This design comes from an exercise in tuning for a short achievable clock period and few clock cycles on the open sky130 flow, not from production work.
In this exercise RTL edits were held to simulation tests only and were not proved equivalent to the original.
Power and IR drop assume default switching activity.

==> design/flow/design.v <==
`timescale 1ns / 1ps
module MDU(
	input wire clk,
	input wire reset,
	input wire start,
	input wire [1:0] kind,      
	input wire mthi,
	input wire mtlo,
	input wire [31:0] a,
	input wire [31:0] b,
	output reg [4:0] cnt,
	output wire [31:0] hi,
	output wire [31:0] lo
	);
	reg [31:0] HI, LO;
	assign hi = HI;
	assign lo = LO;
	reg isdiv;
	reg [31:0] ma, mb;
	reg msgn;
	reg [49:0] pp0, pp1;
	wire signed [32:0] A33 = {msgn & ma[31], ma};
	wire signed [16:0] BL  = {1'b0, mb[15:0]};
	wire signed [16:0] BH  = {msgn & mb[31], mb[31:16]};
	wire signed [49:0] p0  = A33 * BL;
	wire signed [49:0] p1  = A33 * BH;
	wire [63:0] prod = {{14{pp0[49]}}, pp0} + {pp1[47:0], 16'd0};
	reg [31:0] dq;             
	reg [35:0] dr;             
	reg [31:0] dd;             
	reg [35:0] dm [1:15];      
	reg qneg, rneg;
	wire [35:0] rs = {dr[31:0], dq[31:28]};
	reg [3:0] qd;
	reg [35:0] rn;
	integer k;
	always @(*) begin
		qd = 4'd0;
		rn = rs;
		for (k = 1; k < 16; k = k + 1) begin
			if (rs >= dm[k]) begin
				qd = k;
				rn = rs - dm[k];
			end
		end
	end
	wire [31:0] an = (~kind[0] & a[31]) ? (~a + 32'd1) : a;
	wire [31:0] bn = (~kind[0] & b[31]) ? (~b + 32'd1) : b;
	always @(posedge clk) begin
		if (reset) begin
			HI <= 32'd0;
			LO <= 32'd0;
			cnt <= 5'd0;
			isdiv <= 1'b0;
		end else if (start) begin
			isdiv <= kind[1];
			ma <= a;
			mb <= b;
			msgn <= ~kind[0];
			dq <= an;
			dd <= bn;
			dr <= 36'd0;
			qneg <= ~kind[0] & (a[31] ^ b[31]);
			rneg <= ~kind[0] & a[31];
			cnt <= kind[1] ? 5'd10 : 5'd2;
		end else if (cnt != 5'd0) begin
			cnt <= cnt - 5'd1;
			if (!isdiv) begin
				if (cnt == 5'd2) begin
					pp0 <= p0;
					pp1 <= p1;
				end else begin
					HI <= prod[63:32];
					LO <= prod[31:0];
				end
			end else begin
				if (cnt == 5'd10) begin
					for (k = 1; k < 16; k = k + 1)
						dm[k] <= dd * k;
				end else if (cnt == 5'd1) begin
					HI <= rneg ? (~dr[31:0] + 32'd1) : dr[31:0];
					LO <= qneg ? (~dq + 32'd1) : dq;
				end else begin
					dr <= rn;
					dq <= {dq[27:0], qd};
				end
			end
		end else begin
			if (mthi) HI <= a;
			if (mtlo) LO <= a;
		end
	end
endmodule
`timescale 1ns / 1ps
module mips(
    input wire clk,
    input wire reset,
    output wire [31:0] i_addr,
    input wire [31:0] i_data,
    output wire [31:0] d_addr,
    output wire [31:0] d_wdata,
    output wire [3:0] d_be,
    output wire d_we,
    input wire [31:0] d_rdata,
    output wire wb_we,
    output wire [4:0] wb_reg,
    output wire [31:0] wb_data,
    output wire [31:0] wb_pc
    );
	reg  [31:0] pc_f;
	reg  [31:0] ir_d, pc_d;
	reg  [31:0] pc_e, a_e, b_e, imm_e, val_e;
	reg  [4:0]  dst_e, sa_e;
	reg         wr_e, early_e, load_e, store_e;
	reg  [4:0]  rs_e, rt_e;
	reg         fa_m_e, fa_w_e, fb_m_e, fb_w_e;   
	reg         useimm_e;
	reg         op_add_e, op_sub_e, op_and_e, op_or_e, op_xor_e, op_nor_e,
	            op_slt_e, op_sltu_e, op_sll_e, op_srl_e, op_sra_e, shv_e,
	            op_mfhi_e, op_mflo_e, op_lui_e;
	reg  [2:0]  lsz_e;       
	reg         lsgn_e;
	reg         md_start_e, md_mthi_e, md_mtlo_e;
	reg  [1:0]  md_kind_e;   
	reg  [31:0] pc_m, res_m;
	reg  [4:0]  dst_m;
	reg         wr_m, load_m;
	reg  [31:0] addr_m, wdata_m;
	reg  [3:0]  be_m;
	reg         we_m;
	reg  [2:0]  lsz_m;
	reg         lsgn_m;
	reg  [31:0] pc_w, res_w, ld_w;
	reg  [4:0]  dst_w;
	reg         wr_w, load_w;
	reg  [1:0]  al_w;
	reg  [2:0]  lsz_w;
	reg         lsgn_w;
	reg         wbo_we;
	reg  [4:0]  wbo_reg;
	reg  [31:0] wbo_data, wbo_pc;
	reg  [31:0] grf [1:31];
	assign i_addr  = pc_f;
	assign d_addr  = addr_m;
	assign d_wdata = wdata_m;
	assign d_be    = be_m;
	assign d_we    = we_m;
	assign wb_we   = wbo_we;
	assign wb_reg  = wbo_reg;
	assign wb_data = wbo_data;
	assign wb_pc   = wbo_pc;
	reg [31:0] wval_w;
	always @(*) begin
		case (lsz_w)
			3'd0: begin
				case (al_w)
					2'd0: wval_w = {{24{lsgn_w & ld_w[7]}},  ld_w[7:0]};
					2'd1: wval_w = {{24{lsgn_w & ld_w[15]}}, ld_w[15:8]};
					2'd2: wval_w = {{24{lsgn_w & ld_w[23]}}, ld_w[23:16]};
					default: wval_w = {{24{lsgn_w & ld_w[31]}}, ld_w[31:24]};
				endcase
			end
			3'd1: wval_w = al_w[1] ? {{16{lsgn_w & ld_w[31]}}, ld_w[31:16]}
			                       : {{16{lsgn_w & ld_w[15]}}, ld_w[15:0]};
			default: wval_w = ld_w;
		endcase
		if (!load_w) wval_w = res_w;
	end
	wire [5:0] op = ir_d[31:26];
	wire [5:0] fn = ir_d[5:0];
	wire [4:0] rs = ir_d[25:21];
	wire [4:0] rt = ir_d[20:16];
	wire [4:0] rd = ir_d[15:11];
	wire [15:0] imm = ir_d[15:0];
	wire rtype = (op == 6'b000000);
	wire i_addu = rtype & (fn == 6'b100001);
	wire i_add  = rtype & (fn == 6'b100000);
	wire i_sub  = rtype & (fn == 6'b100010);
	wire i_subu = rtype & (fn == 6'b100011);
	wire i_and  = rtype & (fn == 6'b100100);
	wire i_or   = rtype & (fn == 6'b100101);
	wire i_xor  = rtype & (fn == 6'b100110);
	wire i_nor  = rtype & (fn == 6'b100111);
	wire i_slt  = rtype & (fn == 6'b101010);
	wire i_sltu = rtype & (fn == 6'b101011);
	wire i_sll  = rtype & (fn == 6'b000000);
	wire i_srl  = rtype & (fn == 6'b000010);
	wire i_sra  = rtype & (fn == 6'b000011);
	wire i_sllv = rtype & (fn == 6'b000100);
	wire i_srlv = rtype & (fn == 6'b000110);
	wire i_srav = rtype & (fn == 6'b000111);
	wire i_jr   = rtype & (fn == 6'b001000);
	wire i_jalr = rtype & (fn == 6'b001001);
	wire i_mfhi = rtype & (fn == 6'b010000);
	wire i_mthi = rtype & (fn == 6'b010001);
	wire i_mflo = rtype & (fn == 6'b010010);
	wire i_mtlo = rtype & (fn == 6'b010011);
	wire i_mult = rtype & (fn == 6'b011000);
	wire i_multu= rtype & (fn == 6'b011001);
	wire i_div  = rtype & (fn == 6'b011010);
	wire i_divu = rtype & (fn == 6'b011011);
	wire i_addi = (op == 6'b001000);
	wire i_addiu= (op == 6'b001001);
	wire i_slti = (op == 6'b001010);
	wire i_sltiu= (op == 6'b001011);
	wire i_andi = (op == 6'b001100);
	wire i_ori  = (op == 6'b001101);
	wire i_xori = (op == 6'b001110);
	wire i_lui  = (op == 6'b001111);
	wire i_beq  = (op == 6'b000100);
	wire i_bne  = (op == 6'b000101);
	wire i_blez = (op == 6'b000110);
	wire i_bgtz = (op == 6'b000111);
	wire i_regimm = (op == 6'b000001);
	wire i_bltz = i_regimm & (rt == 5'b00000);
	wire i_bgez = i_regimm & (rt == 5'b00001);
	wire i_j    = (op == 6'b000010);
	wire i_jal  = (op == 6'b000011);
	wire i_lb   = (op == 6'b100000);
	wire i_lh   = (op == 6'b100001);
	wire i_lw   = (op == 6'b100011);
	wire i_lbu  = (op == 6'b100100);
	wire i_lhu  = (op == 6'b100101);
	wire i_sb   = (op == 6'b101000);
	wire i_sh   = (op == 6'b101001);
	wire i_sw   = (op == 6'b101011);
	wire d_alu_r = i_addu | i_add | i_sub | i_subu | i_and | i_or | i_xor | i_nor |
	               i_slt | i_sltu | i_sllv | i_srlv | i_srav;
	wire d_shi   = i_sll | i_srl | i_sra;
	wire d_alu_i = i_addi | i_addiu | i_slti | i_sltiu | i_andi | i_ori | i_xori;
	wire d_load  = i_lb | i_lh | i_lw | i_lbu | i_lhu;
	wire d_store = i_sb | i_sh | i_sw;
	wire d_md    = i_mult | i_multu | i_div | i_divu;
	wire d_hilo  = d_md | i_mfhi | i_mflo | i_mthi | i_mtlo;
	wire [4:0] d_dst = (d_alu_r | d_shi | i_jalr | i_mfhi | i_mflo) ? rd :
	                   (d_alu_i | i_lui | d_load) ? rt :
	                   i_jal ? 5'd31 : 5'd0;
	wire d_wr = (d_dst != 5'd0);
	wire d_early = i_lui | i_jal | i_jalr;
	wire use_rs_d = i_beq | i_bne | i_blez | i_bgtz | i_bltz | i_bgez | i_jr | i_jalr;
	wire use_rt_d = i_beq | i_bne;
	wire use_rs_e = d_alu_r | d_alu_i | d_load | d_store | d_md | i_mthi | i_mtlo;
	wire use_rt_e = d_alu_r | d_shi | d_store | d_md;
	wire [31:0] rf_rs = (rs == 5'd0) ? 32'd0 : grf[rs];
	wire [31:0] rf_rt = (rt == 5'd0) ? 32'd0 : grf[rt];
	wire rs_hit_e = wr_e & (dst_e == rs);
	wire rs_hit_m = wr_m & (dst_m == rs);
	wire rs_hit_w = wr_w & (dst_w == rs);
	wire rt_hit_e = wr_e & (dst_e == rt);
	wire rt_hit_m = wr_m & (dst_m == rt);
	wire rt_hit_w = wr_w & (dst_w == rt);
	wire [31:0] rs_v = (rs_hit_e & early_e) ? val_e :
	                   rs_hit_e ? 32'd0 :
	                   rs_hit_m ? res_m :
	                   rs_hit_w ? wval_w : rf_rs;
	wire [31:0] rt_v = (rt_hit_e & early_e) ? val_e :
	                   rt_hit_e ? 32'd0 :
	                   rt_hit_m ? res_m :
	                   rt_hit_w ? wval_w : rf_rt;
	wire [31:0] rs_q = rs_hit_w ? wval_w : rf_rs;
	wire [31:0] rt_q = rt_hit_w ? wval_w : rf_rt;
	reg  [4:0] md_cnt;
	wire md_wait = md_start_e | (md_cnt > 5'd1);
	wire stall_d = (use_rs_d & ((rs_hit_e & ~early_e) | (~rs_hit_e & rs_hit_m & load_m))) |
	               (use_rt_d & ((rt_hit_e & ~early_e) | (~rt_hit_e & rt_hit_m & load_m))) |
	               (use_rs_e & rs_hit_e & load_e) |
	               (use_rt_e & rt_hit_e & load_e) |
	               (d_hilo & md_wait);
	wire eq  = (rs_v == rt_v);
	wire ltz = rs_v[31];
	wire eqz = (rs_v == 32'd0);
	wire taken = (i_beq & eq) | (i_bne & ~eq) | (i_blez & (ltz | eqz)) |
	             (i_bgtz & ~ltz & ~eqz) | (i_bltz & ltz) | (i_bgez & ~ltz);
	wire [31:0] pc_d4 = pc_d + 32'd4;
	wire [31:0] br_tgt = pc_d4 + {{14{imm[15]}}, imm, 2'b00};
	wire [31:0] j_tgt = {pc_d4[31:28], ir_d[25:0], 2'b00};
	wire [31:0] npc = (i_jr | i_jalr) ? rs_v :
	                  (i_j | i_jal) ? j_tgt :
	                  taken ? br_tgt : (pc_f + 32'd4);
	always @(posedge clk) begin
		if (reset) begin
			pc_f <= 32'h00003000;
			ir_d <= 32'd0;
			pc_d <= 32'd0;
		end else if (!stall_d) begin
			pc_f <= npc;
			ir_d <= i_data;
			pc_d <= pc_f;
		end
	end
	wire [31:0] d_imm = (i_andi | i_ori | i_xori) ? {16'd0, imm} : {{16{imm[15]}}, imm};
	wire [31:0] d_val = i_lui ? {imm, 16'd0} : (pc_d + 32'd8);
	wire bubble = reset | stall_d;
	always @(posedge clk) begin
		pc_e <= pc_d;
		a_e <= rs_q;
		b_e <= rt_q;
		imm_e <= d_imm;
		val_e <= d_val;
		sa_e <= ir_d[10:6];
		rs_e <= rs;
		rt_e <= rt;
		dst_e <= d_dst;
		fa_m_e <= rs_hit_e;
		fa_w_e <= ~rs_hit_e & rs_hit_m;
		fb_m_e <= rt_hit_e;
		fb_w_e <= ~rt_hit_e & rt_hit_m;
		useimm_e <= d_alu_i | d_load | d_store;
		op_add_e <= i_addu | i_add | i_addi | i_addiu;
		op_sub_e <= i_sub | i_subu;
		op_and_e <= i_and | i_andi;
		op_or_e  <= i_or | i_ori;
		op_xor_e <= i_xor | i_xori;
		op_nor_e <= i_nor;
		op_slt_e <= i_slt | i_slti;
		op_sltu_e <= i_sltu | i_sltiu;
		op_sll_e <= i_sll | i_sllv;
		op_srl_e <= i_srl | i_srlv;
		op_sra_e <= i_sra | i_srav;
		shv_e <= i_sllv | i_srlv | i_srav;
		op_mfhi_e <= i_mfhi;
		op_mflo_e <= i_mflo;
		op_lui_e <= i_lui;
		lsz_e <= (i_lb | i_lbu | i_sb) ? 3'd0 : (i_lh | i_lhu | i_sh) ? 3'd1 : 3'd2;
		lsgn_e <= i_lb | i_lh;
		md_kind_e <= {i_div | i_divu, i_multu | i_divu};
		if (bubble) begin
			wr_e <= 1'b0;
			early_e <= 1'b0;
			load_e <= 1'b0;
			store_e <= 1'b0;
			md_start_e <= 1'b0;
			md_mthi_e <= 1'b0;
			md_mtlo_e <= 1'b0;
		end else begin
			wr_e <= d_wr;
			early_e <= d_early;
			load_e <= d_load;
			store_e <= d_store;
			md_start_e <= d_md;
			md_mthi_e <= i_mthi;
			md_mtlo_e <= i_mtlo;
		end
	end
	wire [31:0] fa = fa_m_e ? res_m : fa_w_e ? wval_w : a_e;
	wire [31:0] fb = fb_m_e ? res_m : fb_w_e ? wval_w : b_e;
	wire [31:0] opb = useimm_e ? imm_e : fb;
	wire [32:0] sum = {1'b0, fa} + {1'b0, opb ^ {32{op_sub_e | op_slt_e | op_sltu_e}}} +
	                  {32'd0, (op_sub_e | op_slt_e | op_sltu_e)};
	wire slt_r  = (fa[31] ^ opb[31]) ? fa[31] : sum[31];
	wire sltu_r = ~sum[32];
	wire [4:0] shamt = shv_e ? fa[4:0] : sa_e;
	wire [31:0] sll_r = fb << shamt;
	wire [31:0] srl_r = fb >> shamt;
	wire [31:0] sra_r = $signed(fb) >>> shamt;
	wire [31:0] hi_v, lo_v;
	wire [31:0] alu =
		({32{op_add_e | op_sub_e}} & sum[31:0]) |
		({32{op_and_e}} & (fa & opb)) |
		({32{op_or_e}}  & (fa | opb)) |
		({32{op_xor_e}} & (fa ^ opb)) |
		({32{op_nor_e}} & ~(fa | opb)) |
		({32{op_slt_e}} & {31'd0, slt_r}) |
		({32{op_sltu_e}} & {31'd0, sltu_r}) |
		({32{op_sll_e}} & sll_r) |
		({32{op_srl_e}} & srl_r) |
		({32{op_sra_e}} & sra_r) |
		({32{op_mfhi_e}} & hi_v) |
		({32{op_mflo_e}} & lo_v) |
		({32{early_e}} & val_e);
	wire [31:0] ea = fa + imm_e;
	always @(posedge clk) begin
		pc_m <= pc_e;
		res_m <= alu;
		dst_m <= dst_e;
		addr_m <= ea;
		lsz_m <= lsz_e;
		lsgn_m <= lsgn_e;
		case (lsz_e)
			3'd0: begin wdata_m <= {4{fb[7:0]}};  be_m <= 4'b0001 << ea[1:0]; end
			3'd1: begin wdata_m <= {2{fb[15:0]}}; be_m <= ea[1] ? 4'b1100 : 4'b0011; end
			default: begin wdata_m <= fb; be_m <= 4'b1111; end
		endcase
		if (reset) begin
			wr_m <= 1'b0;
			load_m <= 1'b0;
			we_m <= 1'b0;
		end else begin
			wr_m <= wr_e;
			load_m <= load_e;
			we_m <= store_e;
		end
	end
	always @(posedge clk) begin
		pc_w <= pc_m;
		res_w <= res_m;
		ld_w <= d_rdata;
		dst_w <= dst_m;
		al_w <= addr_m[1:0];
		lsz_w <= lsz_m;
		lsgn_w <= lsgn_m;
		if (reset) begin
			wr_w <= 1'b0;
			load_w <= 1'b0;
		end else begin
			wr_w <= wr_m;
			load_w <= load_m;
		end
	end
	integer i;
	always @(posedge clk) begin
		if (reset) begin
			for (i = 1; i < 32; i = i + 1) grf[i] <= 32'd0;
		end else if (wr_w) begin
			grf[dst_w] <= wval_w;
		end
	end
	always @(posedge clk) begin
		wbo_reg <= dst_w;
		wbo_data <= wval_w;
		wbo_pc <= pc_w;
		if (reset) wbo_we <= 1'b0;
		else wbo_we <= wr_w;
	end
	MDU mdu(
		.clk(clk), .reset(reset),
		.start(md_start_e), .kind(md_kind_e),
		.mthi(md_mthi_e), .mtlo(md_mtlo_e),
		.a(fa), .b(fb),
		.cnt(md_cnt), .hi(hi_v), .lo(lo_v)
	);
endmodule
==> design/flow/run.sh <==
#!/bin/bash
# synth_recipe.tcl (not shown) runs the flow's synth.tcl, then flattens the netlist and writes it again
# the make line also repeats each setting of config.mk as NAME=value (left out here)
make -C /OpenROAD-flow-scripts/flow DESIGN_CONFIG=/design/flow/config.mk WORK_HOME=/design/flow/orfs CLKGATE_MAP_FILE= SYNTH_SCRIPT=/design/flow/synth_recipe.tcl finish
==> design/flow/config.mk <==
export PLATFORM = sky130hd
export DESIGN_NAME = mips
export DESIGN_NICKNAME = mips
export VERILOG_FILES = /design/flow/design.v
export SDC_FILE = /design/flow/constraint.sdc
export NUM_CORES = 4
export LEC_CHECK = 0
export CAP_MARGIN = 20
export CORE_MARGIN = 2
export CORE_UTILIZATION = 40
export SLEW_MARGIN = 20
==> design/flow/constraint.sdc <==
create_clock -name core_clock -period 20.0 [get_ports {clk}]
set_input_delay 4.0000 -clock core_clock [delete_from_list [all_inputs] [get_ports {clk}]]
set_output_delay 4.0000 -clock core_clock [all_outputs]
set_load 0.01 [all_outputs]
==> run summary <==
[critical path, stage by stage (launching register included)]
cell      delay (ps)
edfxtp_1         670
buf_4            410
nand2_1          140
fa_1             450
inv_1             90
fa_1             450
fa_1             420
fa_1             480
fa_1             560
fa_1             420
ha_1             350
a21o_1           180
a21oi_1          380
nor2_1           110
a21oi_1          140
o31ai_1          120
o41ai_1          710
a21oi_1          320
a21oi_1          200
o21ai_0          100
o41ai_1          610
a31oi_1          380
a311o_1          440
a21oi_1          180
xnor2_1           80
[routing by layer]
metal	wire length (um)	global-route usage, %	vias up
met5	335	0	-
met4	83500	27.9	34
met3	76700	7.61	2647
met2	373000	54.4	8847
met1	289000	39.2	78300
li1	-	-	68000
[cells by family (layout without fill, tap and decap cells)]
logic type	count (synthesis)	in the layout	share of synthesized area [%]
AO/OA/AOI/OAI	4093	4093	14.4
adder cells (fa/ha/maj)	2411	2411	20.8
flip-flops	2225	2225	32.0
buffers and inverters	2947	3146	6.08
other	0	32	0
multiplexers	889	889	7.97
XOR/XNOR	1045	1045	4.88
AND/OR/NAND/NOR	5742	5742	13.9
[worst max path at each step]
stage                              start                  endpoint  slack [ps]
detailed placement   mdu.mb[2]$_DFFE_PP_     mdu.pp0[42]$_DFFE_PP_       11420
CTS                  mdu.mb[2]$_DFFE_PP_     mdu.pp0[42]$_DFFE_PP_       11360
finish               mdu.mb[5]$_DFFE_PP_     mdu.pp0[42]$_DFFE_PP_       11300
global route         mdu.mb[2]$_DFFE_PP_     mdu.pp0[44]$_DFFE_PP_       10770
global placement    mdu.ma[10]$_DFFE_PP_     mdu.pp0[42]$_DFFE_PP_       11410
floorplan                          reset  mdu.dm[11][10]$_DFFE_PP_         510
[where the power goes]
| part | total (W) | internal, W | switching (W) | leakage [nW] |
|---|---|---|---|---|
| logic | 0.00393 | 0.00123 | 0.00270 | 58.9 |
| clock network | 0.00520 | 0.00294 | 0.00226 | 4.43 |
| registers | 0.00562 | 0.00526 | 0.000360 | 20.8 |
[area by class of cell]
class / instances / area (um2) / share of cell area [%]
Inverter: 1917 / 7200 / 3.47
Multi-Input combinational cell: 14200 / 117000 / 56.4
Antenna cell: 32 / 80.1 / 0.0387
Tap cell: 6198 / 7750 / 3.74
Clock inverter: 134 / 1470 / 0.711
Timing Repair Buffer: 733 / 6140 / 2.96
Sequential cell: 2225 / 60100 / 29.0
Clock buffer: 362 / 7640 / 3.69
[Yosys cell counts (143+ instances only)]
master / count / area, um2
o21a_1: 207 / 1550
clkbuf_1: 832 / 3120
mux4_2: 480 / 10800
nand2b_1: 143 / 895
a21oi_1: 1063 / 5320
edfxtp_1: 1547 / 46500
nor3_1: 260 / 1300
o21ai_0: 743 / 3720
nand2_1: 1838 / 6900
a31oi_1: 156 / 976
and3_1: 152 / 951
mux2i_1: 366 / 3660
a211oi_1: 186 / 1400
ha_1: 1221 / 15300
xnor2_1: 706 / 6180
fa_1: 1190 / 23800
dfxtp_1: 678 / 13600
a21o_1: 361 / 2710
and2_1: 469 / 2930
nand3_1: 290 / 1450
nor2_1: 1969 / 7390
o211ai_1: 145 / 1090
inv_1: 1900 / 7130
a22oi_1: 167 / 1250
xor2_1: 339 / 2970
[metrics by stage]
step                      hold WS, ps  utilization, %
after detailed placement          312            42.3
after global routing              327            44.3
after floorplan                   310               -
final                             323            44.3
after CTS                         325            44.3
after global placement            310            42.3
[placed cells by master (no fill, tap or decap), drive strengths merged, types with 143 or more instances in the layout]
master and count:
clkdlybuf4s50 235, nor3 260, o211ai 145, nand2b 143
o21a 207, edfxtp 1547, and3 152, nor2 1970
buf 498, nand3 291, o21ai 774, and2 471
inv 1920, fa 1190, clkbuf 362, a21o 363
mux2i 366, nand2 1838, a211oi 186, a31oi 157
a22oi 167, dfxtp 678, xnor2 706, a21oi 1063
xor2 339, ha 1221, mux4 480
==> flow_summary_export.csv <==
group,metric,value,unit
power,p_leak,84.2,nW
floorplan,die_x,689,um
final_layout,final_area,207000,um2
placement,post-place-cells,25300,
placement,placed_area,198000,um2
timing,period_share,43.5,%
timing,finalClockSkew,118,ps
timing,rsz0062_at_grt,"false",
hold_path,hold_path_class,"flip-flop to flip-flop",
clocking,clock_sinks,2225,
detailed_routing,via_count,158000,
final_layout,regMostFlops,"grf",
clocking,clock_latency,1030,ps
timing,drv_slew,0,
setup_path,path_max_fanout,21,
logic_synthesis,synthDistinctLibCells,106,
logic_synthesis,ys_seq_elements,2225,
final_layout,layout.cells.non_filler,25800,
detailed_routing,post_drt_wl_per_cell,31.9,um
setup_path,critical_path_class,"flip-flop to flip-flop",
placement,place.gp.congestion,1.06,
floorplan,initial_utilization,40.2,%
logic_synthesis,yosysSeqAreaShare,32.0,%
placement,port_buffers,236,
final_layout,top_regs,"grf: 1024 flops, mdu.dm: 263 flops, mdu.pp0: 50 flops",
floorplan,die_area,475000,um2
placement,place_hpwl,610,mm
logic_synthesis,ys_warn_count,3,
grt,overflow,0,
detailed_routing,dr.first_iter.drc_count,18500,
power,pwr_density_cell,71.2,nW/um2
clocking,cts_tree,"built",
timing,slew_headroom,13.0,%
setup_path,rr_endpoint,"mdu.pp0[42]$_DFFE_PP_",
logic_synthesis,ys.flop_type,"edfxtp_1",
timing,tns,0,ps
clocking,postCtsSetupBuffers,0,
logic_synthesis,syn_inst,19400,
grt,first_global_vias,156000,
clocking,cts_made_buffers,275,
timing,period_minus_slack,8700,ps
detailed_routing,drt_first_pass_iters,7,
timing,worst_pin_slew,1290,ps
run_status,status,"complete, no violations",
logic_synthesis,synth_edf_count,1547,
flow_run,maxCapViolations,0,
hold_path,worstHoldStart,"pc_m[0]$_DFF_P_",
setup_path,worstPathRequired,20670,ps
clocking,cts.clk_slew.worst_paths,70,ps
clocking,cts_buffer_depth,4,
final_layout,fin_nets,21800,
logic_synthesis,avgSynthCellArea,9.70,um2
clocking,ctsResizeCount,0,
final_layout,largest_register_ffs,1024,
hold_path,hold_depth,0,
logic_synthesis,synth-async-reset-ratio,0,%
power,total_power,0.0148,W
setup_path,r2r_start,"mdu.mb[5]$_DFFE_PP_",
grt,antenna_found_initial,54,
placement,pre_cts_ws,11420,ps
timing,fmax,0.115,GHz
setup_path,arrival,9370,ps
detailed_routing,wl,823,mm
logic_synthesis,synth_nets,21800,
final_layout,areaGrowthSynthToFinish,10.4,%
final_layout,drive_gt1_share,8.92,%
setup_path,reg2reg_slack,11300,ps
grt,grt_pass1_wl,1160,mm
timing,hold_viol_final,0,
logic_synthesis,syn_area,188000,um2
detailed_routing,via_per_inst,6.12,
floorplan,ios,237,
timing,fin_ws,11300,ps
detailed_routing,drtAntennaViolNets,0,
setup_path,startpoint_type,"flip-flop",
clocking,cts_max_level,5,
power,peakVddDrop,0.0865,mV
timing,setup_viol,0,
floorplan,core_area,467000,um2
grt,grt_max_degree,99,
setup_path,end_kind,"flip-flop",
clocking,root_buffer,"clkbuf_16",
final_layout,fill_cells,44900,
hold_path,min_to,"pc_w[0]$_DFF_P_",
setup_path,r2r_cells,24,
clocking,cts_hold_buf,0,
floorplan,fp.dieH,689,um
grt,grt_use_total,34.0,%
detailed_routing,drc_errors,0,
floorplan,core.rowCount,251,
Testbench counts, summed over its fixed seeds: cycles 57,634.

## afterwards: timing with drivers on the ports
No port has a modelled driver above. Below, the same layout with a new extraction and two added sets of constraints.
Step 1, drivers: a clkbuf_16 drives clk and a buf_2 each remaining input, both assumed.
Step 2 adds t to the input delays and takes it off the output delays; t is the mean of the earliest and latest rising clock arrival at the registers after step 1. Input paths then give back, and output paths get back, about the clock's delay inside the block.
Three values: no drivers, after step 1, after step 2; two values: the first two.
t (ns): 1.107
slack for setup (ns): 11.302 / 11.302 / 11.302
worst setup path after step 2: register to register
After both steps setup and hold are still met in this run. The setup slack of this run moves by 0.000 ns with the drivers and by 0.000 ns with both steps.
